From an optimization exercise on the open Yosys and OpenROAD flow, aimed at small area; shortcuts taken in it are not production practice. In this exercise RTL edits were held to simulation tests only and were not proved equivalent to the original. Power and IR drop assume default switching activity.

try-violet:
==> flow/design.v (excerpt) <==
module video_uut (
    input  wire         clk_i           , 
    input  wire         rst_i           , 
    input  wire         cen_i           , 
    input  wire         vid_sel_i       , 
    input  wire [29:0]  probes_i,
    input  wire [7:0]   square_length_1_i ,
    input  wire [7:0]   square_length_2_i ,
    input  wire [1:0]   speed_mult_1_i,
    input  wire [1:0]   speed_mult_2_i,
    input  wire [19:0]  vdat_bars_i     , 
    input  wire [19:0]  vdat_colour_i   , 
    input  wire [3:0]   fvht_i          , 
    output wire [3:0]   fvht_o          ,
    output wire [19:0]  video_o
);
export LEC_CHECK = 0
export CAP_MARGIN = 20
export CORE_MARGIN = 2
export CORE_UTILIZATION = 65
export SLEW_MARGIN = 20
create_clock -name core_clock -period 6.7 [get_ports {clk_i}]
standard.sh (not shown) runs the stock make flow with config.mk's settings and CLKGATE_MAP_FILE= SYNTH_SCRIPT=/design/flow/synth_recipe.tcl, a recipe that flattens the netlist after the stock synthesis.
==> flow/flow/run.sh <==
#!/bin/bash
# Standard ORFS flow (unchanged synthesis). Port buffers use the smallest
# buffer cell; the clock tree uses clkbuf_8 sink clusters of up to 14 flops
# and no dummy loads.
set -euo pipefail
bash standard.sh \
  "BUFFER_PORTS_ARGS=-buffer_cell sky130_fd_sc_hd__buf_1" \
  "CTS_ARGS=-sink_clustering_enable -repair_clock_nets -buf_list sky130_fd_sc_hd__clkbuf_8 -sink_clustering_size 14 -sink_clustering_max_diameter 80 -dont_use_dummy_load" \
  finish > standard.log 2>&1
Input changes introduced in try-nickel (baseline for comparison: try-violet):
Settings: CORE_UTILIZATION now 45, was 65.
==> flow/flow/run.sh <==
#!/bin/bash
# Standard ORFS flow (unchanged synthesis), with the port buffers made from
# the smallest buffer cell instead of the default pick.
set -euo pipefail
bash standard.sh "BUFFER_PORTS_ARGS=-buffer_cell sky130_fd_sc_hd__buf_1" finish > standard.log 2>&1
### Flow results
The flow did not stop early for try-nickel: all stages ran, and the layout cleared the timing, design-rule and antenna checks.
try-nickel vs. try-violet: clock-pin slew reported for the worst setup and hold paths after clock tree synthesis fell by 40 ps, non-clock buffer count fell by 4, via count of the routed design stayed essentially flat, number of detailed-routing iterations run before antenna repair fell by 1, worst hold slack stayed essentially flat.
Against try-violet, worst setup slack in try-nickel came out better.
Relative to try-violet, synthesis-to-finish area growth increased by 5.6 points in try-nickel.
Summary of try-nickel over try-violet: total routed wirelength now sits higher; combinational fraction of design power now sits lower; count of clock-buffer cells in the layout now sits higher.
Standard cell area after detailed placement: lower on try-violet
Setup changes, try-nickel to try-lagoon
==> flow/flow/run.sh <==
#!/bin/bash
# Standard ORFS flow (unchanged synthesis). Port buffers use the smallest
# buffer cell; the clock tree uses clkbuf_8 sink clusters of up to 14 flops
# and no dummy loads.
set -euo pipefail
bash standard.sh \
  "BUFFER_PORTS_ARGS=-buffer_cell sky130_fd_sc_hd__buf_1" \
  "CTS_ARGS=-sink_clustering_enable -repair_clock_nets -buf_list sky130_fd_sc_hd__clkbuf_8 -sink_clustering_size 14 -sink_clustering_max_diameter 80 -dont_use_dummy_load" \
  finish > standard.log 2>&1
==> run notes <==
Fraction of power consumed by combinational cells, try-lagoon and try-nickel, higher one = try-lagoon.
Compared to try-nickel, try-lagoon has average wire per standard cell 0.91% higher.
Compared with try-nickel, try-lagoon shows a lower setup slack.
Cmp try-lagoon and try-nickel / part of the power in the clock network / lower: try-lagoon
Relative to try-nickel, ratio of routed vias to standard cells has gone up in try-lagoon.
From try-nickel to try-lagoon the numbers moved as follows: post-route standard cell area excluding fillers went down 600 um^2, share of the clock period used by the worst path after layout did not really move.
The following lists how try-amber was set up differently from try-lagoon:
Settings: CTS_BUF_LIST: unset -> sky130_fd_sc_hd__clkbuf_16; CTS_CLUSTER_SIZE: unset -> 24; CTS_CLUSTER_DIAMETER: unset -> 80.
==> flow/run.sh (new file) <==
#!/bin/bash
# synth_recipe.tcl (not shown) runs the flow's synth.tcl, then flattens the netlist and writes it again
# the make line also repeats each setting of config.mk as NAME=value (left out here)
make -C /OpenROAD-flow-scripts/flow DESIGN_CONFIG=/design/flow/config.mk WORK_HOME=/design/flow/orfs CLKGATE_MAP_FILE= SYNTH_SCRIPT=/design/flow/synth_recipe.tcl finish
removed: flow/flow/run.sh
removed: flow/standard.sh
## What came out
Utilization try-lagoon -> try-amber: up
try-amber falls short of try-lagoon in estimated wirelength of the detail-placed design.
Against try-lagoon as the reference, try-amber delivers a higher share of layout cells above drive strength 1.
[compare] base=try-lagoon new=try-amber: minimum clock period after layout increased 350 ps; first-pass GRT wire length grew by about 2%; synthesis-to-finish area growth up 6.9 points; final cell count without fillers rose by 10; number of global-route vias before repair climbed 327.
--- input diff try-amber..try-indigo ---
Settings: changing CTS_BUF_LIST from sky130_fd_sc_hd__clkbuf_16 to sky130_fd_sc_hd__clkbuf_8; changing CTS_CLUSTER_SIZE from 24 to 14.
==> flow/flow/run.sh (new file) <==
#!/bin/bash
# Standard ORFS flow (unchanged synthesis). Port buffers use the smallest
# buffer cell; gates off the critical paths are downsized after routing.
set -euo pipefail
bash standard.sh "BUFFER_PORTS_ARGS=-buffer_cell sky130_fd_sc_hd__buf_1" RECOVER_POWER=100 finish > standard.log 2>&1
==> flow/standard.sh (new file) <==
#!/bin/bash
# synth_recipe.tcl (not shown) runs the flow's synth.tcl, then flattens the netlist and writes it again
# the make line also repeats each setting of config.mk as NAME=value (left out here)
make -C /OpenROAD-flow-scripts/flow DESIGN_CONFIG=/design/flow/config.mk WORK_HOME=/design/flow/orfs CLKGATE_MAP_FILE= SYNTH_SCRIPT=/design/flow/synth_recipe.tcl "${@:-finish}"
removed: flow/run.sh
## What came out
- From try-amber to try-indigo the numbers moved as follows: overall fraction of global-route tracks in use lost 0.37 points; sequential share of layout area grew by 2.1 points; non-clock buffer count lost 2.6%.
- | try-indigo | all stages done | FAIL | capacitance limit, slew limit |

what the ideal ports hide:
The flow's constraints put no driver on any port. The routed layouts listed below were extracted and timed again, unchanged, in two steps. Step 1 (the two cells are an assumption about what drives the block):
set clk [get_ports {clk_i}]
set_driving_cell -lib_cell sky130_fd_sc_hd__clkbuf_16 $clk
set_driving_cell -lib_cell sky130_fd_sc_hd__buf_2 [delete_from_list [all_inputs] $clk]
Step 2, shift: input delay + t, output delay - t, t = (earliest + latest rising clock arrival at the registers) / 2. This alone moves slack from input paths to output paths. Three values: ideal, step 1, step 2; two values: the first two.
run | shift t [ns] | setup WS [ns] | worst data-port slew with drivers (ns) | pins driven straight from the clock port
try-violet | 0.554 | 0.868 / 0.868 / 0.468 | 0.07 | 1
try-nickel | 0.559 | 1.005 / 1.005 / 0.541 | 0.08 | 1
try-lagoon | 0.565 | 0.997 / 0.997 / 0.574 | 0.08 | 1
try-amber | 0.543 | 0.646 / 0.630 / 0.087 | 0.07 | 1
try-indigo | 0.575 | 0.777 / 0.793 / 0.218 | 0.08 | 1
